Source: an optimization exercise on an open RTL-to-GDS flow (aim: small area, a short achievable clock period and few clock cycles per item). Production flows keep margins and buffers that such runs may drop. The RTL was checked by simulation tests, not by an equivalence proof against the original design.

`standard.sh`:
```
#!/bin/bash
# synth_recipe.tcl (not shown) runs the flow's synth.tcl, then flattens the netlist and writes it again
# the make line also repeats each setting of config.mk as NAME=value (left out here)
make -C /OpenROAD-flow-scripts/flow DESIGN_CONFIG=/design/flow/config.mk WORK_HOME=/design/flow/orfs CLKGATE_MAP_FILE= SYNTH_SCRIPT=/design/flow/synth_recipe.tcl "${@:-finish}"
```
`constraint.sdc`:
```
create_clock -name core_clock -period 12.0 [get_ports {clk_i}]
set_input_delay 2.4000 -clock core_clock [delete_from_list [all_inputs] [get_ports {clk_i}]]
set_output_delay 2.4000 -clock core_clock [all_outputs]
set_load 0.01 [all_outputs]
```
`design.v`:
```
package ebpc_pkg;
  localparam logic [5-1:0] ALL_ONES = 5'b00000;
  localparam logic [5-1:0] DBXZ_DBPNZ = 5'b00001;
  localparam logic [5-1:0] TWO_ONES_PREFIX = 5'b00010;
  localparam logic [5-1:0] SINGLE_ONE_PREFIX = 5'b00011;
  parameter int unsigned   LOG_MAX_WORDS = 24;
  parameter int unsigned   LOG_MAX_ZRLE_LEN = 4;
  parameter int unsigned   MAX_ZRLE_LEN = 2**LOG_MAX_ZRLE_LEN;
  parameter int unsigned   LOG_DATA_W = 3;  
  parameter int unsigned   DATA_W = 2**LOG_DATA_W;
  parameter int unsigned   BLOCK_SIZE = 8;
  parameter int unsigned   MAX_SYMB_LEN = BLOCK_SIZE > 3+$clog2(DATA_W) ? (BLOCK_SIZE > 5+$clog2(BLOCK_SIZE) ? BLOCK_SIZE : 5+$clog2(BLOCK_SIZE)): (3+$clog2(DATA_W)> 5+$clog2(BLOCK_SIZE)? 3+$clog2(DATA_W) : 5+$clog2(BLOCK_SIZE));
  typedef enum             {
                            TWO,
                            THREE_PLUS_LOGM,
                            FIVE,
                            FIVE_PLUS_LOGN,
                            N
                            } symb_len_t;
  typedef struct packed {
    logic [0:DATA_W] [BLOCK_SIZE-2:0] dbp;
    logic [DATA_W-1:0]                base;
  } dbp_block_t;
  typedef struct packed {
    logic [MAX_SYMB_LEN-1:0] symb;
    symb_len_t            len;
    logic                 zero;
  } encoding_t;
endpackage  
import ebpc_pkg::*;
module ebpc_decoder
  (
   input logic                     clk_i,
   input logic                     rst_ni,
   input logic [DATA_W-1:0]        bpc_i,
   input logic                     bpc_last_i,
   input logic                     bpc_vld_i,
   output logic                    bpc_rdy_o,
   input logic [DATA_W-1:0]        znz_i,
   input logic                     znz_last_i,
   input logic                     znz_vld_i,
   output logic                    znz_rdy_o,
   input logic [LOG_MAX_WORDS-1:0] num_words_i,
   input logic                     num_words_vld_i,
   output logic                    num_words_rdy_o,
   output logic [DATA_W-1:0]       data_o,
   output logic                    last_o,
   output logic                    vld_o,
   input logic                     rdy_i
   );
  logic [23:0] cnt_q;
  logic        act_q, fin_q, nxt_q;
  logic [7:0]  z0_q, z1_q;
  logic        zv0_q, zv1_q;
  logic        zl0_q, zl1_q;
  logic [7:0]  zp_q;
  logic [3:0]  zc_q;
  logic        zrun_q;         
  logic        fv0_q, fv1_q, fn0_q, fn1_q, fe0_q, fe1_q;
  logic [7:0]  od0_q, od1_q;
  logic        ov0_q, ov1_q, ol0_q, ol1_q;
  logic [7:0]  b0_q, b1_q, b2_q;
  logic        bv0_q, bv1_q, bv2_q;
  logic        bl0_q, bl1_q, bl2_q;
  logic [7:0]  bp_q;
  logic        inbase_q;       
  logic [3:0]  k_q;            
  logic [6:0]  pl_q [8];       
  logic [7:0]  base_q;
  logic        dfull_q;        
  logic [7:0]  acc_q;
  logic [7:0]  row_q [7];
  logic [7:0]  om_q;           
  logic        ov_q;
  logic        adv, odone, ld_out;
  function automatic logic [7:0] window8(input logic [7:0] s0, input logic [7:0] s1,
                                         input logic [7:0] p);
    logic [15:0] c;
    c = {s0, s1};
    window8 = '0;
    for (int j = 0; j < 8; j++)
      for (int i = 0; i < 8; i++)
        window8[7-j] = window8[7-j] | (p[i] & c[15-i-j]);
  endfunction
  logic [7:0]  zwin;
  logic        zbit, zrun, zsym_ok, zadv;
  logic [3:0]  zcnt;
  assign zwin    = window8(z0_q, z1_q, zp_q);
  assign zbit    = zwin[7];
  assign zcnt    = zwin[6:3];
  assign zrun    = zrun_q;
  assign zsym_ok = zv0_q && (zv1_q || zl0_q || (|zp_q[3:0]));
  assign zadv    = act_q && !fv1_q && (zrun || zsym_ok);
  logic nwr_q;
  assign num_words_rdy_o = nwr_q;
  logic nw_take;
  assign nw_take = num_words_vld_i && nwr_q;
  always_ff @(posedge clk_i or negedge rst_ni) begin
    if (!rst_ni) begin
      act_q  <= 1'b0;
      fin_q  <= 1'b0;
      nxt_q  <= 1'b0;
      nwr_q  <= 1'b1;
    end else begin
      logic a, f, n;
      {a, f, n} = {act_q, fin_q, nxt_q};
      if (!act_q) begin
        if (nw_take) begin
          f = (num_words_i == '0);
          a = 1'b1;
        end
      end else if (!fin_q) begin
        if (zadv)
          f = (cnt_q == 24'd1);
      end else begin
        if (zadv) begin
          if (nxt_q) begin
            f = (cnt_q == '0);
            n = 1'b0;
          end else if (nw_take)
            f = (num_words_i == '0);
          else begin
            a = 1'b0;
            f = 1'b0;
          end
        end else if (nw_take)
          n = 1'b1;
      end
      {act_q, fin_q, nxt_q} <= {a, f, n};
      nwr_q <= !a || (f && !n);
    end
  end
  always_ff @(posedge clk_i) begin
    if (nw_take)
      cnt_q <= num_words_i;
    else if (zadv && !fin_q)
      cnt_q <= cnt_q - 24'd1;
  end
  logic [7:0] zpn;
  logic [1:0] znpop;
  always_comb begin
    logic wrap, rest, drop;
    zpn  = zp_q;
    wrap = 1'b0;
    rest = !zp_q[0];
    if (zadv && !zrun) begin
      if (zbit) begin
        zpn  = {zp_q[6:0], zp_q[7]};
        wrap = zp_q[7];
        rest = !zp_q[7];
      end else begin
        zpn  = {zp_q[2:0], zp_q[7:3]};
        wrap = |zp_q[7:3];
        rest = !zp_q[3];
      end
    end
    drop = zadv && fin_q && rest;
    znpop = {wrap && drop, wrap ^ drop};
    if (zadv && fin_q)
      zpn = 8'd1;
  end
  logic zrdy_q;
  assign znz_rdy_o = zrdy_q;
  logic ztake;
  assign ztake = znz_vld_i && zrdy_q;
  always_ff @(posedge clk_i or negedge rst_ni) begin
    if (!rst_ni) begin
      {zv0_q, zv1_q} <= '0;
      {zl0_q, zl1_q} <= '0;
      zp_q <= 8'd1;
      zc_q <= '0;
      zrun_q <= 1'b0;
      zrdy_q <= 1'b1;
    end else begin
      logic v0, v1, l0, l1;
      {v0, v1} = {zv0_q, zv1_q};
      {l0, l1} = {zl0_q, zl1_q};
      if (znpop == 2'd1) begin
        {v0, v1} = {zv1_q, 1'b0};
        {l0, l1} = {zl1_q, 1'b0};
      end else if (znpop == 2'd2) begin
        {v0, v1} = 2'b00;
        {l0, l1} = 2'b00;
      end
      if (ztake) begin
        if (!v0) begin
          v0 = 1'b1; l0 = znz_last_i;
        end else begin
          v1 = 1'b1; l1 = znz_last_i;
        end
      end
      {zv0_q, zv1_q} <= {v0, v1};
      zrdy_q <= !v1;
      {zl0_q, zl1_q} <= {l0, l1};
      zp_q <= zpn;
      if (zadv) begin
        if (fin_q) begin
          zc_q   <= '0;
          zrun_q <= 1'b0;
        end else if (zrun) begin
          zc_q   <= zc_q - 4'd1;
          zrun_q <= (zc_q != 4'd1);
        end else if (!zbit) begin
          zc_q   <= zcnt;
          zrun_q <= (zcnt != 4'd0);
        end
      end
    end
  end
  always_ff @(posedge clk_i) begin
    logic v0;
    v0 = zv0_q;
    if (znpop == 2'd1) begin
      z0_q <= z1_q;
      v0 = zv1_q;
    end else if (znpop == 2'd2)
      v0 = 1'b0;
    if (ztake) begin
      if (!v0) z0_q <= znz_i;
      else     z1_q <= znz_i;
    end
  end
  logic emit, emit_nz, blk_end, opop;
  assign emit    = fv0_q && (!fn0_q || ov_q) && !ov1_q;
  assign emit_nz = emit && fn0_q;
  assign blk_end = emit && fe0_q;
  assign opop    = ov0_q && rdy_i;
  assign data_o = od0_q;
  assign last_o = ol0_q;
  assign vld_o  = ov0_q;
  always_ff @(posedge clk_i or negedge rst_ni) begin
    if (!rst_ni) begin
      {fv0_q, fv1_q} <= '0;
      {ov0_q, ov1_q} <= '0;
    end else begin
      logic v0, v1;
      {v0, v1} = {fv0_q, fv1_q};
      if (emit)
        {v0, v1} = {fv1_q, 1'b0};
      if (zadv) begin
        if (!v0) v0 = 1'b1;
        else     v1 = 1'b1;
      end
      {fv0_q, fv1_q} <= {v0, v1};
      {v0, v1} = {ov0_q, ov1_q};
      if (opop)
        {v0, v1} = {ov1_q, 1'b0};
      if (emit) begin
        if (!v0) v0 = 1'b1;
        else     v1 = 1'b1;
      end
      {ov0_q, ov1_q} <= {v0, v1};
    end
  end
  always_ff @(posedge clk_i) begin
    logic v0;
    v0 = fv0_q;
    if (emit) begin
      {fn0_q, fe0_q} <= {fn1_q, fe1_q};
      v0 = fv1_q;
    end
    if (zadv) begin
      if (!v0) {fn0_q, fe0_q} <= {!zrun && zbit, fin_q};
      else     {fn1_q, fe1_q} <= {!zrun && zbit, fin_q};
    end
    v0 = ov0_q;
    if (opop) begin
      {ol0_q, od0_q} <= {ol1_q, od1_q};
      v0 = ov1_q;
    end
    if (emit) begin
      if (!v0) {ol0_q, od0_q} <= {fe0_q, fn0_q ? acc_q : 8'd0};
      else     {ol1_q, od1_q} <= {fe0_q, fn0_q ? acc_q : 8'd0};
    end
  end
  logic [7:0]  win;
  assign win = window8(b0_q, b1_q, bp_q);
  logic c_raw, c_zero, c_run, c_ones, c_dbp, c_two, c_one;
  assign c_raw  = win[7];
  assign c_zero = win[7:6] == 2'b01;
  assign c_run  = win[7:5] == 3'b001;
  assign c_ones = win[7:3] == 5'b00000;
  assign c_dbp  = win[7:3] == 5'b00001;
  assign c_two  = win[7:3] == 5'b00010;
  assign c_one  = win[7:3] == 5'b00011;
  logic l2, l5, l6, l8;    
  assign l2 = c_zero;
  assign l5 = c_ones || c_dbp;
  assign l6 = c_run;
  assign l8 = c_raw || c_two || c_one;
  logic [6:0] sdbx;        
  always_comb begin
    sdbx = '0;
    if (c_raw)  sdbx = win[6:0];
    if (c_ones) sdbx = 7'h7f;
    if (c_two)  sdbx = 7'b1100000 >> win[2:0];
    if (c_one)  sdbx = 7'b1000000 >> win[2:0];
  end
  logic bfit;
  assign bfit = bv0_q && (bv1_q || bl0_q);
  logic       base_ok, bdrop;
  logic [7:0] bbase;
  assign bdrop   = !bp_q[0] && bl0_q;
  assign base_ok = bv1_q || (bv0_q && bp_q[0]);
  assign bbase   = bdrop ? b1_q : win;
  logic       go, d_base, d_sym, d_end;
  logic [6:0] newpl;
  logic [3:0] kn;          
  assign go     = !dfull_q || !ov_q;
  assign d_base = go && inbase_q && base_ok;
  assign d_sym  = go && !inbase_q && bfit;
  logic [6:0] prev;
  assign prev   = (k_q == 4'd0) ? 7'd0 : pl_q[7];
  assign newpl  = c_dbp ? 7'd0 : (sdbx ^ prev);
  assign kn     = k_q + (c_run ? {1'b0, win[4:2]} + 4'd2 : 4'd1);
  assign d_end  = d_sym && (k_q == 4'd8 || kn == 4'd9);
  logic [7:0] bpn;
  logic [1:0] bnpop;
  always_comb begin
    logic wrap;
    bpn  = bp_q;
    wrap = 1'b0;
    if (l2) begin
      bpn  = {bp_q[5:0], bp_q[7:6]};
      wrap = |bp_q[7:6];
    end
    if (l5) begin
      bpn  = {bp_q[2:0], bp_q[7:3]};
      wrap = |bp_q[7:3];
    end
    if (l6) begin
      bpn  = {bp_q[1:0], bp_q[7:2]};
      wrap = |bp_q[7:2];
    end
    if (l8)
      wrap = 1'b1;
    bnpop = 2'd0;
    if (d_sym)
      bnpop = {1'b0, wrap};
    else begin
      bpn = bp_q;
      if (d_base) begin
        bnpop = bdrop ? 2'd2 : 2'd1;
        if (bdrop)
          bpn = 8'd1;
      end
    end
  end
  logic brdy_q;
  assign bpc_rdy_o = brdy_q;
  logic btake;
  assign btake = bpc_vld_i && brdy_q;
  always_ff @(posedge clk_i or negedge rst_ni) begin
    if (!rst_ni) begin
      {bv0_q, bv1_q, bv2_q} <= '0;
      {bl0_q, bl1_q, bl2_q} <= '0;
      bp_q     <= 8'd1;
      brdy_q   <= 1'b1;
      inbase_q <= 1'b1;
      dfull_q  <= 1'b0;
    end else begin
      logic v0, v1, v2, l0, l1, l2;
      {v0, v1, v2} = {bv0_q, bv1_q, bv2_q};
      {l0, l1, l2} = {bl0_q, bl1_q, bl2_q};
      if (bnpop == 2'd1) begin
        {v0, v1, v2} = {bv1_q, bv2_q, 1'b0};
        {l0, l1, l2} = {bl1_q, bl2_q, 1'b0};
      end else if (bnpop == 2'd2) begin
        {v0, v1, v2} = {bv2_q, 1'b0, 1'b0};
        {l0, l1, l2} = {bl2_q, 1'b0, 1'b0};
      end
      if (btake) begin
        if (!v0) begin
          v0 = 1'b1; l0 = bpc_last_i;
        end else if (!v1) begin
          v1 = 1'b1; l1 = bpc_last_i;
        end else begin
          v2 = 1'b1; l2 = bpc_last_i;
        end
      end
      {bv0_q, bv1_q, bv2_q} <= {v0, v1, v2};
      brdy_q <= !v2;
      {bl0_q, bl1_q, bl2_q} <= {l0, l1, l2};
      bp_q <= bpn;
      if (d_base)
        inbase_q <= 1'b0;
      if (d_end) begin
        inbase_q <= 1'b1;
        dfull_q  <= 1'b1;
      end else if (ld_out)
        dfull_q  <= 1'b0;
    end
  end
  always_ff @(posedge clk_i) begin
    logic [7:0] s0, s1, s2;
    logic       v0, v1;
    {s0, s1, s2} = {b0_q, b1_q, b2_q};
    {v0, v1} = {bv0_q, bv1_q};
    if (bnpop == 2'd1) begin
      {s0, s1} = {b1_q, b2_q};
      {v0, v1} = {bv1_q, bv2_q};
    end else if (bnpop == 2'd2) begin
      s0 = b2_q;
      {v0, v1} = {bv2_q, 1'b0};
    end
    if (btake) begin
      if (!v0)      s0 = bpc_i;
      else if (!v1) s1 = bpc_i;
      else          s2 = bpc_i;
    end
    {b0_q, b1_q, b2_q} <= {s0, s1, s2};
    if (d_base) begin
      base_q <= bbase;
      k_q    <= 4'd0;
    end
    if (d_sym) begin
      k_q  <= kn;
    end
    for (int i = 0; i < 8; i++)
      if (d_sym && k_q <= 4'(i))
        pl_q[i] <= newpl;
  end
  assign adv    = emit_nz;
  assign odone  = (adv && (om_q[7] || fe0_q)) || (blk_end && ov_q && !om_q[0]);
  assign ld_out = dfull_q && (!ov_q || odone);
  always_ff @(posedge clk_i or negedge rst_ni) begin
    if (!rst_ni)
      ov_q <= 1'b0;
    else if (ld_out)
      ov_q <= 1'b1;
    else if (odone)
      ov_q <= 1'b0;
  end
  logic [7:0] dsel;
  always_comb begin
    dsel = '0;
    for (int j = 0; j < 7; j++)
      dsel = dsel | ({8{om_q[j]}} & row_q[j]);
  end
  always_ff @(posedge clk_i) begin
    if (ld_out || odone)
      om_q <= 8'd1;
    else if (adv)
      om_q <= {om_q[6:0], 1'b0};
    if (ld_out) begin
      acc_q <= base_q;
      for (int j = 0; j < 7; j++)
        for (int b = 0; b < 8; b++)
          row_q[j][b] <= pl_q[b][6-j];
    end else if (adv)
      acc_q <= acc_q + dsel;
  end
endmodule  
```
`flow/run.sh`:
```
#!/bin/bash
# Standard ORFS layout with timing repair aiming for extra setup slack and
# plain buffers on the ports (the clock period and constraints are unchanged).
set -euo pipefail
bash standard.sh SETUP_SLACK_MARGIN=8.4 'BUFFER_PORTS_ARGS=-buffer_cell sky130_fd_sc_hd__buf_2' finish > standard_flow.log 2>&1
```
`config.mk`:
```
export PLATFORM = sky130hd
export DESIGN_NAME = ebpc_decoder
export DESIGN_NICKNAME = ebpc_decoder
export VERILOG_FILES = /design/flow/design.v
export SDC_FILE = /design/flow/constraint.sdc
export NUM_CORES = 4
export LEC_CHECK = 0
export CAP_MARGIN = 20
export CORE_MARGIN = 2
export CORE_UTILIZATION = 40
export PLACE_DENSITY = 0.6
export SLEW_MARGIN = 20
```
==> results of run 1 <==
-- what timing repair did --
| item | in CTS | in global routing |
|---|---|---|
| setup buffers | 9 | 3 |
| pin swaps | 3 | 2 |
| gates resized for setup | 17 | 12 |
| cloned | 1 | 0 |
| endpoints found under the setup margin | 77 | 93 |
-- routing by layer --
metal  track usage  wire length, um
met4        0.0448              644
met1         0.229            12800
met2         0.281            13200
met3        0.0229             1810
met5             0                0
-- cells in the final DEF, fill, tap and decap left out, drive strengths merged, types with 5 or more instances in the layout --
master,instances
ha,23
nor2,86
o31ai,5
xor2,15
and4,5
nand4,16
buf,78
a211oi,6
nand3,15
o21ai,74
dfxtp,43
a21oi,55
nor3b,6
xnor2,19
a31oi,7
nand2b,11
a22oi,68
nor4,16
a21o,12
mux2i,45
nor3,23
mux2,29
nand2,105
and2,16
a222oi,10
dfrtp,38
clkinv,11
inv,26
edfxtp,183
and3,5
dfstp,6
o211ai,11
clkbuf,36
-- area by class of cell --
class                      count  area [um2]
fill                        2881       16900
sequential                   270        7470
multi-input combinational    732        5000
clock buffer                  36         813
tap                          402         503
timing repair buffer          78         462
clock inverter                16         159
inverter                      26        97.6
-- kinds of logic (layout without fill, tap and decap cells) --
group           Yosys count  in the layout  share of synthesized area
compound gates          275            276                      0.145
xor+xnor                 34             34                     0.0234
mux                      74             74                     0.0645
fa+ha+maj                25             25                     0.0258
buf+inv                  87            156                     0.0283
flops                   270            270                      0.588
simple gates            323            323                      0.125
-- state kept, by name, indices dropped and copies added, names as in the netlist, 8 cells and up --
register	flops
acc_q	8
b0_q	8
b1_q	8
b2_q	8
base_q	8
bp_q	8
cnt_q	24
od0_q	8
od1_q	8
om_q	8
pl_q	56
row_q	56
z0_q	8
z1_q	8
zp_q	8
-- worst min-delay path by stage --
stage	startpoint	to	slack, ns	cells past startpoint
after floorplan	pl_q[0][6]	row_q[0][0]	0.40	0
after global placement	pl_q[2][4]	row_q[2][2]	0.40	0
after detailed placement	pl_q[0][6]	row_q[0][0]	0.40	0
after CTS	pl_q[4][6]	row_q[0][4]	0.41	0
after global routing	pl_q[4][6]	row_q[0][4]	0.42	0
final	pl_q[4][6]	row_q[0][4]	0.41	0
==> results_dict.tcl, run 1 <==
set metrics [dict create \
    outcome "timing/DRC/antenna clean" \
    yosys.area.top_type_share 0.433 \
    rr_endpoint "dfull_q" \
    slew-limit-headroom 0.407 \
    grt-ovfl-total 0 \
    synth_most_common_cell "edfxtp_1" \
    path_clk_slew_ns 0.06 \
    r2r-start "bp_q[4]" \
    critPathKind "reg2out" \
    fin_cells 1560 \
    antenna_found_initial 0 \
    cts_max_path_buffers 3 \
    dr.pass1.iters 5 \
    rr_worst_depth 11 \
    post_drt_wl_per_cell_um 18.2 \
    drv_cap 0 \
    syn_to_final_growth_pct 14.2 \
    num_io_pins 61 \
    grt_pass1_vias 8457 \
    ys_seq_area_frac 0.588 \
    report.final.slew_viol_count 0 \
    synth_common_cells "edfxtp_1, nand2_1, nor2_1" \
    yosysUniqueCellTypes 78 \
    layout-drive-gt1-share 0.168 \
    layout.nets 1210 \
    syn_nets 1161 \
    dpl_cell_area_um2 13300 \
    finish.utilization 0.462 \
    hold_viol 0 \
    viasPerCell 5.63 \
    grtUsageTotal 0.167 \
    critPathTopFamily "flip-flops" \
    cts_tree "yes" \
    fin_area_um2 14500 \
    io_buffers 60 \
    synthFlopType "edfxtp_1" \
    grt_start_max_net_pins 45 \
    drt_iter0_drc 813 \
    syn-cell-area_um2 12700 \
    num_antenna_cells 0 \
    finalSetupViolCount 0 \
    htree_levels 1 \
    grt_pass1_wl_um 45100 \
    place_ws_ns 7.83 \
    die_x_um 182 \
    dpl.hpwl_um 19000 \
    synth-edff-count 183 \
    fin_crit_sh 0.299 \
    layout_min_cycle_time_ns 3.59 \
    fin_skew_ns 0.0152 \
    drt-total-wl_um 28400 \
    yosysWarnings 3 \
    worstPathCellList "buf_6" \
    gp_congestion 0.937 \
    clock-root-buffer "clkbuf_16" \
    drc 0 \
    fin_tns_setup_ns 0 \
    arrival_ns 1.19 \
    dieArea_um2 33200 \
    endpoint_kind "primary output" \
    cp_slowest_cell "dfstp_2" \
    crit_start "zrdy_q" \
    cp_max_fo 2 \
    ys_seq_elements 270 \
    hold-worst-slack_ns 0.415 \
    coreArea_um2 31400 \
    critPathLaunchType "flip-flop" \
    ctsHoldBuffers 0 \
    dp_cells 1495 \
    holdCritPathClass "reg2reg" \
    clock.fmax_mhz 279 \
    synth_area_leaders "edfxtp_1, dfrtp_1, dfxtp_1" \
    critical_path_depth 1 \
    antenna_left 0 \
    dieHeight_um 182 \
    crit_buf_inv 1 \
    fin_ws_ns 8.41 \
    max_slew.worst_pin.slew_ns 0.886 \
    cts_buffers 29 \
    syn_area_per_cell_um2 11.7 \
    crit_path_end "znz_rdy_o" \
    route.vias.total 8788 \
    synthArstFlopShare 0.163 \
    clkLatencyLatePin_ns 0.54 \
    rsz0062_at_grt "yes" \
    cp.required_ns 9.60 \
    floorplan.initialDensity 0.405 \
    rows 65 \
    slowest_delay_ns 0.55 \
    clkSinkCount 270 \
    reg2reg_slack_ns 8.60 \
    synthCells 1088 \
    synth_top_area_cell "edfxtp_1" \
]
Testbench counts, summed over its fixed seeds: cycles 29,513, words 28,155.
==> run 2: changes to the inputs <==
==> flow/run.sh (replaced) <==
#!/bin/bash
# Standard ORFS layout with timing repair aiming for extra setup slack and
# plain buffers on the ports (the clock period and constraints are unchanged).
set -euo pipefail
bash standard.sh SETUP_SLACK_MARGIN=8.7 'BUFFER_PORTS_ARGS=-buffer_cell sky130_fd_sc_hd__buf_2' finish > standard_flow.log 2>&1
==> run 2 against run 1 <==
Still clean. Critical path type unchanged. Clock skew fell by 0.0087 ns. Cell area is 3.1% higher. Non-clock buffer count grew 26. Register-to-register slack improved by 0.25 ns. Utilization is 1.4 points higher.
==> results_dict.tcl, run 2 <==
set metrics [dict create \
    dr.pass1.iters 8 \
    yosysWarnings 3 \
    synthAdderAreaFrac 0.0258 \
    max_slew.worst_pin.slew_ns 0.914 \
    grt_start_max_net_pins 45 \
    synth_top_family_by_area "compound AO/OA/AOI/OAI gates" \
    clkSinkCount 270 \
    fin_crit_sh 0.299 \
    ctsHoldBuffers 0 \
    rows 65 \
    path_clk_slew_ns 0.06 \
    grt_pass1_vias 8514 \
    syn_nets 1161 \
    cts_max_path_buffers 3 \
    grtUsageTotal 0.171 \
    coreArea_um2 31400 \
    io_buffers 60 \
    synth-simple-area-share 0.125 \
    viasPerCell 5.57 \
    antenna_left 0 \
    dieArea_um2 33200 \
    antenna_found_initial 0 \
    endpoint_kind "primary output" \
    cp_slowest_cell "dfstp_2" \
    rsz0062_at_grt "yes" \
    outcome "timing/DRC/antenna clean" \
    synthCells 1088 \
    drt-total-wl_um 29000 \
    cts_tree "yes" \
    cts_buffers 30 \
    critPathKind "reg2out" \
    clkLatencyLatePin_ns 0.54 \
    post_drt_wl_per_cell_um 18.2 \
    syn-cell-area_um2 12700 \
    layout_min_cycle_time_ns 3.59 \
    num_antenna_cells 0 \
    finalSetupViolCount 0 \
    ys_seq_area_frac 0.588 \
    cp.required_ns 9.60 \
    cp_max_fo 2 \
    grt-ovfl-total 0 \
    slowest_delay_ns 0.55 \
    worstPathCellList "buf_6" \
    die_x_um 182 \
    ys_seq_elements 270 \
    gp_congestion 0.868 \
    crit_buf_inv 1 \
    critPathTopFamily "flip-flops" \
    dpl_cell_area_um2 13300 \
    drv_cap 0 \
    synth_most_common_cell "edfxtp_1" \
    synthArstFlopShare 0.163 \
    finish.utilization 0.476 \
    floorplan.initialDensity 0.405 \
    synth_area_leaders "edfxtp_1, dfrtp_1, dfxtp_1" \
    final_common_cell "edfxtp_1" \
    yosysUniqueCellTypes 78 \
    htree_levels 1 \
    arrival_ns 1.19 \
    synthFlopType "edfxtp_1" \
    report.final.slew_viol_count 0 \
    yosys-mux-area-fraction 0.0645 \
    num_io_pins 61 \
    reg_top3 "pl_q: 56 flops, row_q: 56 flops, cnt_q: 24 flops" \
    synth-compound-area-share 0.145 \
    syn_to_final_growth_pct 17.7 \
    syn_area_per_cell_um2 11.7 \
    synth_xor_area_frac 0.0234 \
    synth_top_area_cell "edfxtp_1" \
    route.vias.total 8868 \
    dieHeight_um 182 \
    layout.nets 1240 \
    grt_pass1_wl_um 45800 \
    fin_area_um2 15000 \
    dpl.hpwl_um 18900 \
    slew-limit-headroom 0.387 \
    holdCritPathClass "reg2reg" \
    fin_tns_setup_ns 0 \
    hold_viol 0 \
    critPathLaunchType "flip-flop" \
    clock.fmax_mhz 278 \
    yosys.area.top_type_share 0.433 \
    drt_iter0_drc 882 \
    fill_cells 2860 \
    clock-root-buffer "clkbuf_16" \
    synth_common_cells "edfxtp_1, nand2_1, nor2_1" \
    fin_skew_ns 0.00648 \
    synth-edff-count 183 \
    layout_common_cells "edfxtp_1, nand2_1, nor2_1" \
    layout-drive-gt1-share 0.209 \
    drc 0 \
]
-- run 2: cell counts after synthesis --
No cell type changed its count.
-- run 2: kinds of logic (layout without fill, tap and decap cells) --
logic type	after synthesis	count (layout)
simple gates	323	325
compound gates	275	277
flops	270	270
buf+inv	87	185
mux	74	74
xor+xnor	34	34
fa+ha+maj	25	25
-- run 2: repair_timing --
action,in CTS,in global routing
hold endpoints to repair,0,0
setup buffers,21,16
gates resized for setup,49,20
endpoints found under the setup margin,127,112
gates cloned,2,3
pin swaps,6,7
-- run 2: area by class of cell --
class | instances | area (um2) | share of cell area
well taps | 402 | 503 | 0.0336
clock buffers | 39 | 806 | 0.0539
flip-flops and latches | 270 | 7490 | 0.501
repair buffers | 104 | 758 | 0.0507
clock inverters | 16 | 165 | 0.0110
multi-input cells | 735 | 5140 | 0.344
inverters | 26 | 97.6 | 0.00653
-- run 2: worst paths after layout --
| path | cells past startpoint | end | slack, ns | startpoint |
|---|---|---|---|---|
| setup / recovery | 1 | znz_rdy_o | 8.41 | zrdy_q |
| hold / removal | 0 | row_q[1][2] | 0.42 | pl_q[2][5] |
| setup reg to reg | 13 | z0_q[5] | 8.85 | zp_q[1] |
| hold reg to reg | 0 | row_q[1][2] | 0.42 | pl_q[2][5] |
| max in group asynchronous | 2 | bp_q[6] | 9.61 | rst_ni |
| min in group asynchronous | 2 | bp_q[5] | 1.95 | rst_ni |
-- run 2: through the flow --
stage          worst slack, ns  cells  hold slack, ns
6_report                  8.41   1592           0.416
5_1_grt                   8.37   1592           0.421
4_1_cts                   8.38   1573           0.416
3_5_place_dp              7.91   1495           0.405
3_3_place_gp              7.90   1495           0.401
2_1_floorplan             8.50   1088           0.400
-- run 2: per-layer routing --
metal,track usage,routed length [um],up-vias
li1,-,-,4275
met1,0.232,13100,4267
met2,0.284,13700,279
met3,0.0245,1440,47
met4,0.0526,659,0
met5,0,0,-
==> run 3: changes to the inputs <==
--- a/design.v
+++ b/design.v
@@ -100,7 +100,6 @@
       act_q  <= 1'b0;
       fin_q  <= 1'b0;
       nxt_q  <= 1'b0;
-      nwr_q  <= 1'b1;
     end else begin
       logic a, f, n;
       {a, f, n} = {act_q, fin_q, nxt_q};
@@ -127,10 +126,36 @@
           n = 1'b1;
       end
       {act_q, fin_q, nxt_q} <= {a, f, n};
-      nwr_q <= !a || (f && !n);
     end
   end
   always_ff @(posedge clk_i) begin
+    logic a, f, n;
+    {a, f, n} = {act_q, fin_q, nxt_q};
+    if (!act_q) begin
+      if (nw_take) begin
+        f = (num_words_i == '0);
+        a = 1'b1;
+      end
+    end else if (!fin_q) begin
+      if (zadv)
+        f = (cnt_q == 24'd1);
+    end else begin
+      if (zadv) begin
+        if (nxt_q) begin
+          f = (cnt_q == '0);
+          n = 1'b0;
+        end else if (nw_take)
+          f = (num_words_i == '0);
+        else begin
+          a = 1'b0;
+          f = 1'b0;
+        end
+      end else if (nw_take)
+        n = 1'b1;
+    end
+    nwr_q <= !a || (f && !n);
+  end
+  always_ff @(posedge clk_i) begin
     if (nw_take)
       cnt_q <= num_words_i;
     else if (zadv && !fin_q)
@@ -161,6 +186,12 @@
   end
   logic zrdy_q;
   assign znz_rdy_o = zrdy_q;
+  always_ff @(posedge clk_i) begin
+    logic v0a, v1a;
+    v0a = (znpop == 2'd0) ? zv0_q : (znpop == 2'd1) ? zv1_q : 1'b0;
+    v1a = (znpop == 2'd0) ? zv1_q : 1'b0;
+    zrdy_q <= !(v1a || (ztake && v0a));
+  end
   logic ztake;
   assign ztake = znz_vld_i && zrdy_q;
   always_ff @(posedge clk_i or negedge rst_ni) begin
@@ -170,7 +201,6 @@
       zp_q <= 8'd1;
       zc_q <= '0;
       zrun_q <= 1'b0;
-      zrdy_q <= 1'b1;
     end else begin
       logic v0, v1, l0, l1;
       {v0, v1} = {zv0_q, zv1_q};
@@ -190,7 +220,6 @@
         end
       end
       {zv0_q, zv1_q} <= {v0, v1};
-      zrdy_q <= !v1;
       {zl0_q, zl1_q} <= {l0, l1};
       zp_q <= zpn;
       if (zadv) begin
@@ -348,6 +377,13 @@
   end
   logic brdy_q;
   assign bpc_rdy_o = brdy_q;
+  always_ff @(posedge clk_i) begin
+    logic v0a, v1a, v2a;
+    v0a = (bnpop == 2'd0) ? bv0_q : (bnpop == 2'd1) ? bv1_q : bv2_q;
+    v1a = (bnpop == 2'd0) ? bv1_q : (bnpop == 2'd1) ? bv2_q : 1'b0;
+    v2a = (bnpop == 2'd0) ? bv2_q : 1'b0;
+    brdy_q <= !(v2a || (btake && v0a && v1a));
+  end
   logic btake;
   assign btake = bpc_vld_i && brdy_q;
   always_ff @(posedge clk_i or negedge rst_ni) begin
@@ -355,7 +391,6 @@
       {bv0_q, bv1_q, bv2_q} <= '0;
       {bl0_q, bl1_q, bl2_q} <= '0;
       bp_q     <= 8'd1;
-      brdy_q   <= 1'b1;
       inbase_q <= 1'b1;
       dfull_q  <= 1'b0;
     end else begin
@@ -379,7 +414,6 @@
         end
       end
       {bv0_q, bv1_q, bv2_q} <= {v0, v1, v2};
-      brdy_q <= !v2;
       {bl0_q, bl1_q, bl2_q} <= {l0, l1, l2};
       bp_q <= bpn;
       if (d_base)
==> run 3 against run 2 <==
Flip-flop and latch count is the same. Sequential share of layout area shrank 1.2 points. Largest cell class unchanged. Cell area grew 2.3%. Non-clock buffer count grew 24. Setup slack gained 0.10 ns. Maximum frequency grew 2.9%. Clock skew grew 0.012 ns.
==> results_dict.tcl, run 3 <==
set metrics [dict create \
    syn_nets 1170 \
    grt_pass1_wl_um 47500 \
    dieArea_um2 33300 \
    syn_to_final_growth_pct 20.0 \
    num_antenna_cells 0 \
    die_x_um 183 \
    layout_common_cells "edfxtp_1, nand2_1, nor2_1" \
    layout.nets 1274 \
    critPathTopFamily "flip-flops" \
    grtUsageTotal 0.176 \
    slowest_delay_ns 0.40 \
    viasPerCell 5.67 \
    outcome "timing/DRC/antenna clean" \
    path_clk_slew_ns 0.06 \
    ys_seq_area_frac 0.584 \
    io_buffers 60 \
    endpoint_kind "primary output" \
    slew-limit-headroom 0.307 \
    grt_pass1_vias 8751 \
    coreArea_um2 31500 \
    cts_tree "yes" \
    fill_cells 2803 \
    syn_area_per_cell_um2 11.6 \
    post_drt_wl_per_cell_um 18.5 \
    route.vias.total 9203 \
    rows 65 \
    layout_min_cycle_time_ns 3.49 \
    synthFlopType "edfxtp_1" \
    dr.pass1.iters 8 \
    layout-drive-gt1-share 0.244 \
    fin_crit_sh 0.291 \
    dpl.hpwl_um 18800 \
    report.final.slew_viol_count 0 \
    final_common_cell "edfxtp_1" \
    wl_met3_um 1580 \
    rsz0062_at_grt "yes" \
    arrival_ns 1.09 \
    antenna_found_initial 0 \
    critPathLaunchType "flip-flop" \
    cts_buffers 29 \
    cp_max_fo 3 \
    synthCells 1096 \
    finish.utilization 0.486 \
    cp.required_ns 9.60 \
    synth-edff-count 183 \
    clock.fmax_mhz 286 \
    drv_cap 0 \
    max_slew.worst_pin.slew_ns 1.03 \
    critPathKind "reg2out" \
    gp_congestion 0.882 \
    finalSetupViolCount 0 \
    ctsHoldBuffers 0 \
    fin_cells 1624 \
    worstPathCellList "buf_2" \
    ys_seq_elements 270 \
    dieHeight_um 183 \
    hold_viol 0 \
    synth_area_leaders "edfxtp_1, dfrtp_1, dfxtp_1" \
    holdCritPathClass "reg2reg" \
    yosys.area.top_type_share 0.431 \
    reg_top3 "pl_q: 56 flops, row_q: 56 flops, cnt_q: 24 flops" \
    cts_max_path_buffers 3 \
    yosysUniqueCellTypes 72 \
    syn-cell-area_um2 12800 \
    fin_tns_setup_ns 0 \
    crit_buf_inv 1 \
    antenna_left 0 \
    grt_start_max_net_pins 61 \
    drc 0 \
    num_io_pins 61 \
    dp_cells 1502 \
    wl_met1_um 13600 \
    synth_top_area_cell "edfxtp_1" \
    cp_slowest_cell "dfrtp_1" \
    grt-ovfl-total 0 \
    clkLatencyLatePin_ns 0.55 \
    synth_common_cells "edfxtp_1, nor2_1, nand2_1" \
    fin_skew_ns 0.0181 \
    clock-root-buffer "clkbuf_16" \
    yosysWarnings 3 \
    drt_iter0_drc 909 \
    synth_most_common_cell "edfxtp_1" \
    clkSinkCount 270 \
    htree_levels 1 \
    routed-wl-met2_um 13900 \
    synthArstFlopShare 0.152 \
    floorplan.initialDensity 0.405 \
    drt-total-wl_um 30100 \
    top_layer "met4" \
]
[run 3: metrics by stage]
stage               area (um2)  hold WS, ns  setup slack, ns
finish                   15300        0.417             8.51
global route             15300        0.423             8.47
CTS                      14800        0.418             8.49
detailed placement       13400        0.405             7.76
global placement         13400        0.401             7.83
floorplan                12900        0.400             8.52
[run 3: layout make-up]
class	count	area [um2]	area share
timing repair buffer	128	967	0.0632
clock inverter	11	136	0.00891
inverter	34	128	0.00834
multi-input combinational	737	5280	0.345
sequential	270	7480	0.489
clock buffer	42	806	0.0526
tap	402	503	0.0329
[run 3: repair_timing]
action / 4_1_cts / 5_1_grt
buffers inserted: 27 / 37
endpoints found under the setup margin: 118 / 96
resized for setup: 53 / 33
pin swaps: 9 / 12
endpoints found under the hold margin: 0 / 0
cloned: 3 / 2
[run 3: cell families (layout without fill, tap and decap cells)]
group | after synthesis | in the layout | share of synthesized area
and+or+nand+nor | 315 | 319 | 0.118
AOI/OAI and AO/OA | 278 | 278 | 0.146
DFF | 270 | 270 | 0.584
buffers and inverters | 93 | 215 | 0.0324
muxes | 82 | 82 | 0.0716
xor gates and xnor gates | 32 | 32 | 0.0220
adders and majority gates | 26 | 26 | 0.0267
[run 3: layer usage]
layer  up-vias  GRT usage
met3        75     0.0227
met1      4471      0.245
li1       4350          -
met4         0     0.0574
met2       307      0.287
met5         -          0
[run 3: path summary, 6_finish.rpt]
path | endpoint | cells after the start | start | slack [ns]
setup / recovery | vld_o | 1 | ov0_q | 8.51
hold / removal | row_q[3][3] | 0 | pl_q[3][3] | 0.42
setup reg to reg | b0_q[2] | 13 | bp_q[4] | 8.72
hold reg to reg | row_q[3][3] | 0 | pl_q[3][3] | 0.42
max in group asynchronous | zv0_q | 1 | rst_ni | 9.71
min in group asynchronous | bp_q[4] | 1 | rst_ni | 1.85
Testbench counts of run 3, summed over its fixed seeds: cycles 29,513, words 28,155.
==> run 4: changes to the inputs <==
==> flow/run.sh (replaced) <==
#!/bin/bash
# Standard ORFS layout with timing repair aiming for extra setup slack and
# plain buffers on the ports (the clock period and constraints are unchanged).
set -euo pipefail
bash standard.sh SETUP_SLACK_MARGIN=8.4 'BUFFER_PORTS_ARGS=-buffer_cell sky130_fd_sc_hd__buf_2' finish > standard_flow.log 2>&1
==> run 4 against run 3 <==
Maximum frequency down 1.5%. Synthesized cell count unchanged. Clock-buffer cell count down 9. Still clean on timing, DRC and antenna. First-iteration DRC count down 12%. Global-route usage down 0.55 points. Critical endpoint is now znz_rdy_o. Critical path depth unchanged.
==> results_dict.tcl, run 4 <==
set metrics [dict create \
    outcome "timing/DRC/antenna clean" \
    layout-drive-gt1-share 0.185 \
    cts_max_path_buffers 3 \
    grt_util_met1 0.243 \
    clkSinkCount 270 \
    fin_tns_setup_ns 0 \
    syn_to_final_growth_pct 13.8 \
    synthAdderAreaFrac 0.0267 \
    synth_area_leaders "edfxtp_1, dfrtp_1, dfxtp_1" \
    cts_tree "yes" \
    dp_cells 1505 \
    clkLatencyLatePin_ns 0.54 \
    worstPathCellList "buf_2" \
    synth_common_cells "edfxtp_1, nor2_1, nand2_1" \
    viasPerCell 5.63 \
    drt-total-wl_um 28600 \
    synth-compound-area-share 0.146 \
    holdCritPathClass "reg2reg" \
    reg_top3 "pl_q: 56 flops, row_q: 56 flops, cnt_q: 24 flops" \
    final_common_cell "edfxtp_1" \
    io_buffers 60 \
    fin_crit_sh 0.295 \
    synth-simple-area-share 0.118 \
    synthFlopType "edfxtp_1" \
    synthArstFlopShare 0.152 \
    dieHeight_um 183 \
    synth_most_common_cell "edfxtp_1" \
    ys_seq_elements 270 \
    clock.fmax_mhz 282 \
    fin_area_um2 14500 \
    dpl_cell_area_um2 13300 \
    slew-limit-headroom 0.361 \
    grt_pass1_wl_um 46300 \
    drt_iter0_drc 801 \
    coreArea_um2 31500 \
    cp_max_fo 4 \
    fill_cells 2849 \
    critPathKind "reg2out" \
    antenna_found_initial 0 \
    gp_congestion 0.877 \
    ctsHoldBuffers 0 \
    crit_buf_inv 1 \
    rsz0062_at_grt "yes" \
    layout_min_cycle_time_ns 3.54 \
    grtUsageMet2 0.277 \
    yosys-mux-area-fraction 0.0716 \
    slowest_delay_ns 0.42 \
    syn_nets 1170 \
    grtUsageTotal 0.171 \
    ys_seq_area_frac 0.584 \
    synth_top_family_by_area "compound AO/OA/AOI/OAI gates" \
    die_x_um 183 \
    num_antenna_cells 0 \
    grt-ovfl-total 0 \
    yosysUniqueCellTypes 72 \
    layout.nets 1224 \
    synth_xor_area_frac 0.0220 \
    synth_top_area_cell "edfxtp_1" \
    route.vias.total 8865 \
    post_drt_wl_per_cell_um 18.2 \
    htree_levels 1 \
    cts_buffers 29 \
    busiest_layer "met2" \
    endpoint_kind "primary output" \
    hold_viol 0 \
    yosys.area.top_type_share 0.431 \
    clock-root-buffer "clkbuf_16" \
    report.final.slew_viol_count 0 \
    grt_start_max_net_pins 61 \
    fin_cells 1574 \
    drc 0 \
    critPathLaunchType "flip-flop" \
    cp.required_ns 9.60 \
    yosysWarnings 3 \
    rows 65 \
    dieArea_um2 33300 \
    antenna_left 0 \
    synth-edff-count 183 \
    path_clk_slew_ns 0.06 \
    syn-cell-area_um2 12800 \
    fin_skew_ns 0.0222 \
    cp_slowest_cell "dfxtp_1" \
    dpl.hpwl_um 19000 \
    critPathTopFamily "flip-flops" \
    finalSetupViolCount 0 \
    floorplan.initialDensity 0.405 \
    syn_area_per_cell_um2 11.6 \
    num_io_pins 61 \
    dr.pass1.iters 7 \
    grt_pass1_vias 8564 \
    drv_cap 0 \
    max_slew.worst_pin.slew_ns 0.953 \
    gr-usage-met3 0.0233 \
    arrival_ns 1.14 \
    synthCells 1096 \
    layout_common_cells "edfxtp_1, nor2_1, nand2_1" \
]
## run 4: cell counts after synthesis
No cell type changed its count.
## run 4: layout make-up
type	instances	area (um2)	share of cell area
Clock buffer	33	751	0.0517
Tap cell	402	503	0.0346
Inverter	34	128	0.00879
Multi-Input combinational cell	734	5000	0.344
Clock inverter	20	214	0.0147
Sequential cell	270	7460	0.513
Timing Repair Buffer	81	473	0.0326
## run 4: cell families (layout without fill, tap and decap cells)
kind of cell / count (synthesis) / in the layout
muxes: 82 / 82
adders and majority gates: 26 / 26
AOI/OAI and AO/OA: 278 / 278
xor gates and xnor gates: 32 / 32
buffers and inverters: 93 / 168
DFF: 270 / 270
and+or+nand+nor: 315 / 316
## run 4: worst paths after layout
kind / from / endpoint / cells after the start / slack (ns)
min in group asynchronous: rst_ni / bp_q[7] / 1 / 1.86
hold / removal: pl_q[2][0] / row_q[6][2] / 0 / 0.42
setup / recovery: zrdy_q / znz_rdy_o / 1 / 8.46
max in group asynchronous: rst_ni / bp_q[2] / 1 / 9.71
hold reg to reg: pl_q[2][0] / row_q[6][2] / 0 / 0.42
setup reg to reg: zp_q[1] / z1_q[2] / 10 / 8.49
## run 4: what timing repair did
action                     in CTS  in global routing
setup buffers                   7                  8
resized for setup              15                 12
pin swaps                       3                  5
setup endpoints to repair      83                 79
gates cloned                    1                  0
## run 4: metal layers
layer / up-vias / wire length (um)
li1: 4243 / -
met1: 4279 / 13400
met2: 287 / 13000
met3: 56 / 1620
met4: 0 / 575
met5: - / 0
## run 4: through the flow
| step | hold WS [ns] | util | worst slack (ns) |
|---|---|---|---|
| 5_1_grt | 0.421 | 0.461 | 8.29 |
| 2_1_floorplan | 0.400 | - | 8.49 |
| 6_report | 0.416 | 0.461 | 8.46 |
| 4_1_cts | 0.416 | 0.458 | 8.40 |
| 3_3_place_gp | 0.401 | 0.424 | 7.89 |
| 3_5_place_dp | 0.405 | 0.424 | 7.75 |
==> run 5: changes to the inputs <==
--- a/config.mk
+++ b/config.mk
@@ -5,6 +5,7 @@
 export SDC_FILE = /design/flow/constraint.sdc
 export NUM_CORES = 4
 export LEC_CHECK = 0
+export ABC_AREA = 1
 export CAP_MARGIN = 20
 export CORE_MARGIN = 2
 export CORE_UTILIZATION = 40
==> run 5 against run 4 <==
Hold slack worse by 0.0034 ns. Cell count increased by 18%. Maximum frequency rose by 0.80%. Critical path depth unchanged. Synthesized cell count is 26% higher. Clock-buffer cell count grew 8. Die area up 1.3%. Utilization increased by 0.067 points. Routed wire length grew 3.7%. Critical path type unchanged. Critical endpoint is now vld_o.
==> results_dict.tcl, run 5 <==
set metrics [dict create \
    outcome "timing/DRC/antenna clean" \
    ys_seq_elements 270 \
    critPathTopFamily "flip-flops" \
    clkSinkCount 270 \
    grt-ovfl-total 0 \
    yosys.area.top_type_share 0.425 \
    layout_min_cycle_time_ns 3.51 \
    grt_pass1_wl_um 48400 \
    drt_iter0_drc 928 \
    layout.nets 1513 \
    synthArstFlopShare 0.152 \
    io_buffers 60 \
    cp_max_fo 3 \
    route.vias.total 9883 \
    die_x_um 184 \
    dpl_cell_area_um2 13500 \
    clock.fmax_mhz 285 \
    path_clk_slew_ns 0.06 \
    rows 65 \
    ys_seq_area_frac 0.576 \
    syn_nets 1454 \
    finalSetupViolCount 0 \
    fin_area_um2 14700 \
    cts_tree "yes" \
    critPathKind "reg2out" \
    layout_common_cells "nand2_1, edfxtp_1, inv_1" \
    arrival_ns 1.11 \
    crit_buf_inv 1 \
    critPathLaunchType "flip-flop" \
    holdCritPathClass "reg2reg" \
    synth_top_area_cell "edfxtp_1" \
    dpl.hpwl_um 20200 \
    place_ws_ns 7.17 \
    yosysUniqueCellTypes 56 \
    antenna_found_initial 0 \
    gp_congestion 0.894 \
    drv_cap 0 \
    floorplan.initialDensity 0.408 \
    fin_cells 1865 \
    post_drt_wl_per_cell_um 15.9 \
    grtUsageTotal 0.177 \
    syn_area_per_cell_um2 9.37 \
    dieHeight_um 184 \
    antenna_left 0 \
    slew-limit-headroom 0.426 \
    cp.required_ns 9.60 \
    fin_skew_ns 0.0292 \
    drc 0 \
    cts_buffers 30 \
    syn_to_final_growth_pct 13.3 \
    dieArea_um2 33800 \
    endpoint_kind "primary output" \
    synthCells 1380 \
    slowest_delay_ns 0.41 \
    synth_most_common_cell "nand2_1" \
    clkLatencyLatePin_ns 0.55 \
    ctsHoldBuffers 0 \
    num_io_pins 61 \
    num_antenna_cells 0 \
    dp_cells 1805 \
    fin_crit_sh 0.293 \
    max_slew.worst_pin.slew_ns 0.858 \
    drt-total-wl_um 29600 \
    reg_top3 "pl_q: 56 flops, row_q: 56 flops, cnt_q: 24 flops" \
    fin_ws_ns 8.49 \
    grt_start_max_net_pins 73 \
    htree_levels 1 \
    fin_tns_setup_ns 0 \
    rsz0062_at_grt "no" \
    synth_common_cells "nand2_1, edfxtp_1, inv_1" \
    report.final.slew_viol_count 0 \
    hold_viol 0 \
    final_common_cell "nand2_1" \
    synth-edff-count 183 \
    cts_max_path_buffers 3 \
    viasPerCell 5.30 \
    worstPathCellList "buf_2" \
    dr.pass1.iters 5 \
    synth_area_leaders "edfxtp_1, nand2_1, dfrtp_1" \
    layout-drive-gt1-share 0.115 \
    grt_pass1_vias 9298 \
    yosysWarnings 3 \
    finish.utilization 0.462 \
    syn-cell-area_um2 12900 \
    cp_slowest_cell "dfrtp_1" \
    synthFlopType "edfxtp_1" \
    clock-root-buffer "clkbuf_16" \
    coreArea_um2 31700 \
]
-- run 5: cell count changes in the layout (fill, tap and decap cells not counted), moves of 16 or more --
cell / before / now
nand2_1: 90 / 395
inv_1: 33 / 127
a22oi_1: 63 / 4
mux2_2: 37 / 0
o21ai_0: 63 / 100
mux2i_1: 35 / 0
nand3_1: 21 / 41
nor2_1: 92 / 110
nand4_1: 13 / 30
buf_4: 21 / 5
-- run 5: cells by family after synthesis --
logic type / synth area share
adders and majority gates: 0.0263
DFF: 0.576
buffers and inverters: 0.0583
and+or+nand+nor: 0.210
xor gates and xnor gates: 0.0129
AOI/OAI and AO/OA: 0.116
-- run 5: layer usage --
layer | vias up | global-route usage | part of all wire
li1 | 4855 | - | -
met1 | 4712 | 0.252 | 0.47
met2 | 268 | 0.285 | 0.45
met3 | 48 | 0.0234 | 0.051
met4 | 0 | 0.0512 | 0.022
met5 | - | 0 | 0
-- run 5: worst paths after layout --
check	from	end	slack, ns	cells past startpoint
min reg2reg	pl_q[4][2]	row_q[4][4]	0.41	0
max	ov0_q	vld_o	8.49	1
max in group asynchronous	rst_ni	act_q	9.75	1
min in group asynchronous	rst_ni	bl0_q	1.84	1
min	pl_q[4][2]	row_q[4][4]	0.41	0
max reg2reg	bp_q[0]	b2_q[6]	8.63	10
-- run 5: cell type report --
cell class              instances  area [um2]
fillers                      2990       17100
repair inverters                1        7.51
flip-flops and latches        270        7450
well taps                     402         503
inverters                     137         519
multi-input cells             934        4830
repair buffers                 65         338
clock buffers                  41         833
clock inverters                15         181
-- run 5: stage by stage --
step | hold WS, ns
floorplan | 0.400
global placement | 0.400
detailed placement | 0.405
CTS | 0.416
global route | 0.421
finish | 0.413
-- run 5: what timing repair did --
item	CTS	global route
setup endpoints to repair	106	63
pin swaps	0	2
buffers inserted	0	2
cloned	0	1
gates resized for setup	11	13
==> run 6: changes to the inputs <==
--- a/config.mk
+++ b/config.mk
@@ -5,9 +5,8 @@
 export SDC_FILE = /design/flow/constraint.sdc
 export NUM_CORES = 4
 export LEC_CHECK = 0
-export ABC_AREA = 1
 export CAP_MARGIN = 20
 export CORE_MARGIN = 2
-export CORE_UTILIZATION = 40
-export PLACE_DENSITY = 0.6
+export CORE_UTILIZATION = 60
+export PLACE_DENSITY = 0.75
 export SLEW_MARGIN = 20
==> run 6 against run 5 <==
Global-route usage up 6.7 points. Via count decreased by 8.9%. Cell count shrank 22%. Maximum frequency shrank 1.0%. Synthesized cell count is 21% lower. Utilization grew 23 points. Die area shrank 34%. First-iteration DRC count is 13% lower. Critical endpoint is now znz_rdy_o. Highest routed layer unchanged.
==> results_dict.tcl, run 6 <==
set metrics [dict create \
    critPathLaunchType "flip-flop" \
    worstPathCellList "buf_2" \
    cp.required_ns 9.60 \
    ctsHoldBuffers 0 \
    coreArea_um2 21000 \
    critPathTopFamily "flip-flops" \
    grt_pass1_wl_um 43900 \
    rows 53 \
    synth-edff-count 183 \
    layout-drive-gt1-share 0.189 \
    holdPathStages 0 \
    grt_pass1_vias 8462 \
    final_common_cell "edfxtp_1" \
    holdCritPathClass "reg2reg" \
    critical_path_depth 1 \
    io_buffers 60 \
    finish.utilization 0.690 \
    outcome "timing/DRC/antenna clean" \
    fin_area_um2 14500 \
    ys_seq_elements 270 \
    yosys.area.top_type_share 0.431 \
    cp_max_fo 4 \
    die_x_um 150 \
    num_io_pins 61 \
    dieHeight_um 150 \
    dpl_cell_area_um2 13200 \
    synth_area_leaders "edfxtp_1, dfrtp_1, dfxtp_1" \
    syn-cell-area_um2 12800 \
    drt_iter0_drc 803 \
    reg_top3 "pl_q: 56 flops, row_q: 56 flops, cnt_q: 24 flops" \
    endpoint_kind "primary output" \
    critPathKind "reg2out" \
    max_slew.worst_pin.slew_ns 0.985 \
    synth_common_cells "edfxtp_1, nor2_1, nand2_1" \
    dr.pass1.iters 7 \
    clock.fmax_mhz 282 \
    drt-total-wl_um 27300 \
    route.vias.total 9008 \
    num_antenna_cells 0 \
    rsz0062_at_grt "yes" \
    dpl.hpwl_um 17800 \
    fin_ws_ns 8.45 \
    syn_to_final_growth_pct 13.3 \
    crit_buf_inv 1 \
    syn_nets 1170 \
    drc 0 \
    place_ws_ns 7.80 \
    antenna_left 0 \
    layout.nets 1227 \
    layout_common_cells "edfxtp_1, nor2_1, nand2_1" \
    syn_area_per_cell_um2 11.6 \
    rr_worst_depth 11 \
    gp_congestion 0.935 \
    grt_start_max_net_pins 61 \
    slew-limit-headroom 0.339 \
    post_drt_wl_per_cell_um 18.8 \
    drv_cap 0 \
    synthArstFlopShare 0.152 \
    synthFlopType "edfxtp_1" \
    fin_tns_setup_ns 0 \
    ys_seq_area_frac 0.584 \
    synthCells 1096 \
    clock-root-buffer "clkbuf_16" \
    grtUsageTotal 0.244 \
    arrival_ns 1.15 \
    cts_max_path_buffers 3 \
    yosysUniqueCellTypes 72 \
    finalSetupViolCount 0 \
    synth_most_common_cell "edfxtp_1" \
    report.final.slew_viol_count 0 \
    layout_min_cycle_time_ns 3.55 \
    clkLatencyLatePin_ns 0.54 \
    hold_viol 0 \
    clkSinkCount 270 \
    viasPerCell 6.21 \
    grt-ovfl-total 0 \
    antenna_found_initial 0 \
    slowest_delay_ns 0.43 \
    cts_buffers 28 \
    path_clk_slew_ns 0.06 \
    cp_slowest_cell "dfxtp_1" \
    floorplan.initialDensity 0.609 \
    synth_top_area_cell "edfxtp_1" \
    fin_crit_sh 0.296 \
    yosysWarnings 3 \
    htree_levels 1 \
    fin_skew_ns 0.0142 \
    dieArea_um2 22400 \
    cts_tree "yes" \
]
==> run 6: cell types whose count changed in the layout (fill, tap and decap cells not counted), moves of 14 or more <==
cell / change
nand2_1: -305
inv_1: -94
a22oi_1: +59
mux2_2: +37
o21ai_0: -37
mux2i_1: +35
buf_4: +20
nand3_1: -20
nor2_1: -18
nand4_1: -17
nor3_1: +15
a31oi_1: -14
==> run 6: kinds of logic (layout without fill, tap and decap cells) <==
group           after synthesis  in the layout  share of synthesized area
compound gates              278            278                      0.146
xor+xnor                     32             32                     0.0220
fa+ha+maj                    26             26                     0.0267
buf+inv                      93            171                     0.0324
flops                       270            270                      0.584
mux                          82             82                     0.0716
simple gates                315            316                      0.118
==> run 6: cell type report <==
| type | count | area [um2] |
|---|---|---|
| multi-input cells | 734 | 5030 |
| repair buffers | 85 | 503 |
| fillers | 1508 | 6500 |
| well taps | 275 | 344 |
| inverters | 34 | 130 |
| clock buffers | 32 | 736 |
| clock inverters | 20 | 253 |
| flip-flops and latches | 270 | 7460 |
==> run 6: worst paths after layout <==
kind / slack (ns) / endpoint / from
worst min register to register: 0.41 / row_q[6][6] / pl_q[6][0]
max in group asynchronous: 9.73 / bp_q[1] / rst_ni
worst max register to register: 8.56 / b2_q[2] / bp_q[3]
worst max-delay path: 8.45 / znz_rdy_o / zrdy_q
min in group asynchronous: 1.85 / zl1_q / rst_ni
worst min-delay path: 0.41 / row_q[6][6] / pl_q[6][0]
==> run 6: layer usage <==
layer  vias to the layer above  GRT usage  wire length (um)
li1                       4260          -                 -
met1                      4270      0.359             12000
met2                       408      0.382             12500
met3                        70     0.0375              2020
met4                         0     0.0646               741
met5                         -          0                 0
==> run 6: metrics by stage <==
stage | hold slack [ns] | cells
4_1_cts | 0.413 | 1439
5_1_grt | 0.423 | 1450
3_5_place_dp | 0.405 | 1376
2_1_floorplan | 0.400 | 1096
3_3_place_gp | 0.400 | 1376
6_report | 0.411 | 1450
==> run 6: timing repair <==
item                       CTS  global route
resized for setup           15            15
buffers inserted            10            11
setup endpoints to repair   74            80
gates cloned                 1             0
pin swaps                    3             6
==> run 7: changes to the inputs <==
--- a/design.v
+++ b/design.v
@@ -89,7 +89,7 @@
   assign zbit    = zwin[7];
   assign zcnt    = zwin[6:3];
   assign zrun    = zrun_q;
-  assign zsym_ok = zv0_q && (zv1_q || zl0_q || (|zp_q[3:0]));
+  assign zsym_ok = zv0_q && (zv1_q || zl0_q || (|zp_q[3:0]) || zbit);
   assign zadv    = act_q && !fv1_q && (zrun || zsym_ok);
   logic nwr_q;
   assign num_words_rdy_o = nwr_q;
--- a/config.mk
+++ b/config.mk
@@ -7,6 +7,6 @@
 export LEC_CHECK = 0
 export CAP_MARGIN = 20
 export CORE_MARGIN = 2
-export CORE_UTILIZATION = 60
-export PLACE_DENSITY = 0.75
+export CORE_UTILIZATION = 40
+export PLACE_DENSITY = 0.6
 export SLEW_MARGIN = 20
==> run 7 against run 6 <==
Largest cell class unchanged. Still clean. Utilization is 23 points lower. Via count is 4.5% lower.
==> results_dict.tcl, run 7 <==
set metrics [dict create \
    crit_start "brdy_q" \
    fin_tns_setup_ns 0 \
    viasPerCell 5.57 \
    hold_viol 0 \
    grtUsageTotal 0.165 \
    cts_buffers 29 \
    io_buffers 60 \
    synth_common_cells "edfxtp_1, nand2_1, nor2_1" \
    worstPathCellList "buf_2" \
    drt_iter0_drc 884 \
    synth-compound-area-share 0.137 \
    clkLatencyLatePin_ns 0.56 \
    cp.required_ns 9.60 \
    dieHeight_um 181 \
    grt-ovfl-total 0 \
    synthCells 1079 \
    holdCritPathClass "reg2reg" \
    synthAdderAreaFrac 0.0272 \
    coreArea_um2 30700 \
    syn_to_final_growth_pct 13.7 \
    die_x_um 181 \
    path_clk_slew_ns 0.06 \
    yosys-mux-area-fraction 0.0662 \
    synthArstFlopShare 0.152 \
    grt_start_max_net_pins 63 \
    cts_tree "yes" \
    cts_max_path_buffers 3 \
    critPathKind "reg2out" \
    antenna_found_initial 0 \
    ys_seq_area_frac 0.596 \
    finalSetupViolCount 0 \
    cp_max_fo 4 \
    worstHoldStart "pl_q[3][6]" \
    arrival_ns 1.16 \
    fill_cells 2785 \
    synth_most_common_cell "edfxtp_1" \
    layout_common_cells "edfxtp_1, nand2_1, nor2_1" \
    synth_top_family_by_area "compound AO/OA/AOI/OAI gates" \
    ctsHoldBuffers 0 \
    rows 64 \
    fin_skew_ns 0.0151 \
    yosys.area.top_type_share 0.440 \
    critPathLaunchType "flip-flop" \
    htree_levels 1 \
    syn-cell-area_um2 12500 \
    crit_buf_inv 1 \
    layout.nets 1201 \
    final_common_cell "edfxtp_1" \
    fin_crit_sh 0.296 \
    dr.pass1.iters 8 \
    post_drt_wl_per_cell_um 17.9 \
    synth_area_leaders "edfxtp_1, dfrtp_1, dfxtp_1" \
    rr_worst_depth 13 \
    clkSinkCount 270 \
    synthFlopType "edfxtp_1" \
    grt_pass1_wl_um 44600 \
    syn_nets 1153 \
    endpoint_kind "primary output" \
    num_io_pins 61 \
    grt_pass1_vias 8419 \
    report.final.slew_viol_count 0 \
    clock-root-buffer "clkbuf_16" \
    yosysWarnings 3 \
    critPathTopFamily "flip-flops" \
    dieArea_um2 32700 \
    synth-edff-count 183 \
    antenna_left 0 \
    holdPathStages 0 \
    dpl.hpwl_um 18200 \
    critical_path_depth 1 \
    reg_top3 "pl_q: 56 flops, row_q: 56 flops, cnt_q: 24 flops" \
    ys_seq_elements 270 \
    outcome "timing/DRC/antenna clean" \
    synth-simple-area-share 0.122 \
    floorplan.initialDensity 0.407 \
    synth_top_area_cell "edfxtp_1" \
    num_antenna_cells 0 \
    synth_xor_area_frac 0.0245 \
    max_slew.worst_pin.slew_ns 0.934 \
    yosysUniqueCellTypes 69 \
    layout-drive-gt1-share 0.160 \
    reg2reg_slack_ns 8.62 \
    clock.fmax_mhz 281 \
    cp_slowest_cell "dfxtp_1" \
    route.vias.total 8600 \
    drc 0 \
    r2r-start "bp_q[0]" \
    syn_area_per_cell_um2 11.6 \
    rr_endpoint "b1_q[4]" \
    hold_end "row_q[0][3]" \
    slew-limit-headroom 0.373 \
    gp_congestion 0.885 \
    layout_min_cycle_time_ns 3.56 \
    slowest_delay_ns 0.43 \
    rsz0062_at_grt "yes" \
    drv_cap 0 \
    drt-total-wl_um 27600 \
]
==> run 7: cell count changes in the layout (fill, tap and decap cells not counted), sizes merged, moves of 12 or more <==
cell | before | now
mux2 | 46 | 29
a21oi | 57 | 71
nand2 | 90 | 111
buf | 85 | 72
mux2i | 36 | 50
nor3 | 28 | 16
==> run 7: worst max-delay path by stage <==
stage	endpoint	slack [ns]
floorplan	z1_q[0]	8.37
global placement	nwr_q	7.57
detailed placement	nwr_q	7.50
CTS	pl_q[7][1]	8.41
global route	z0_q[0]	8.37
finish	bpc_rdy_o	8.44
==> run 7: cells by family (layout without fill, tap and decap cells) <==
kind of cell / after synthesis / after routing
and+or+nand+nor: 322 / 322
DFF: 270 / 270
AOI/OAI and AO/OA: 265 / 265
buffers and inverters: 82 / 150
muxes: 79 / 79
xor gates and xnor gates: 35 / 35
adders and majority gates: 26 / 26
==> run 7: repair_timing <==
action,CTS,global route
gates resized for setup,9,20
buffers inserted,3,3
pin swaps,3,1
setup endpoints to repair,57,85
==> run 7: metal layers <==
layer | vias to the layer above | global-route usage | part of all wire
met5 | - | 0 | 0
met4 | 0 | 0.0461 | 0.023
met3 | 49 | 0.0228 | 0.053
met2 | 247 | 0.271 | 0.47
met1 | 4166 | 0.230 | 0.46
li1 | 4138 | - | -
==> run 7: layout make-up <==
class                      count  area, um2  share of cell area
sequential                   270       7450               0.525
multi-input combinational    727       4810               0.339
clock buffer                  37        766              0.0539
tap                          396        495              0.0349
timing repair buffer          72        409              0.0288
clock inverter                14        168              0.0118
inverter                      27        101             0.00713
==> run 7: stage by stage <==
stage	hold slack (ns)	instance area [um2]	utilization	setup slack, ns	cells
2_1_floorplan	0.400	12500	-	8.37	1079
3_3_place_gp	0.400	13100	0.427	7.57	1486
3_5_place_dp	0.405	13100	0.427	7.50	1486
4_1_cts	0.413	14100	0.460	8.41	1540
5_1_grt	0.416	14200	0.463	8.37	1543
6_report	0.408	14200	0.463	8.44	1543
Testbench counts of run 7, summed over its fixed seeds: cycles 29,214, words 28,155.

==> re-timing with driven ports <==
The results above use ideal ports. As a check the final layouts listed here were re-extracted and re-timed, cells and wires unchanged. Step 1: set_driving_cell puts a clkbuf_16 on clk_i and a buf_2 on each other input, an assumption about the parent block. Step 2, shift: input delay + t, output delay - t, t = (earliest + latest rising clock arrival at the registers) / 2. This alone moves slack from input paths to output paths. a / b / c = ideal ports / drivers / drivers and shift; a / b = the first two.
| run | t (ns) | slack for setup (ns) | hold slack, ns | worst register clock-pin slew, ns | cell pins on the clock port's net |
|---|---|---|---|---|---|
| run 1 | 0.574 | 8.412 / 8.367 / 8.029 | 0.415 / 0.415 / 0.415 | 0.06 / 0.06 | 1 |
| run 2 | 0.586 | 8.409 / 8.360 / 8.067 | 0.416 / 0.416 / 0.416 | 0.06 / 0.06 | 1 |
| run 3 | 0.590 | 8.510 / 8.460 / 8.225 | 0.417 / 0.417 / 0.417 | 0.06 / 0.06 | 1 |
| run 4 | 0.582 | 8.458 / 8.408 / 8.014 | 0.416 / 0.416 / 0.416 | 0.06 / 0.06 | 1 |
| run 5 | 0.591 | 8.486 / 8.433 / 8.089 | 0.413 / 0.413 / 0.413 | 0.06 / 0.06 | 1 |
| run 6 | 0.581 | 8.449 / 8.400 / 8.016 | 0.411 / 0.411 / 0.411 | 0.06 / 0.06 | 1 |
| run 7 | 0.599 | 8.444 / 8.398 / 8.060 | 0.408 / 0.408 / 0.408 | 0.06 / 0.06 | 1 |
After both steps setup and hold are still met in every run listed. For run 4, which loses most, drivers alone change the setup slack by -0.050 ns; drivers and shift together by -0.444 ns.
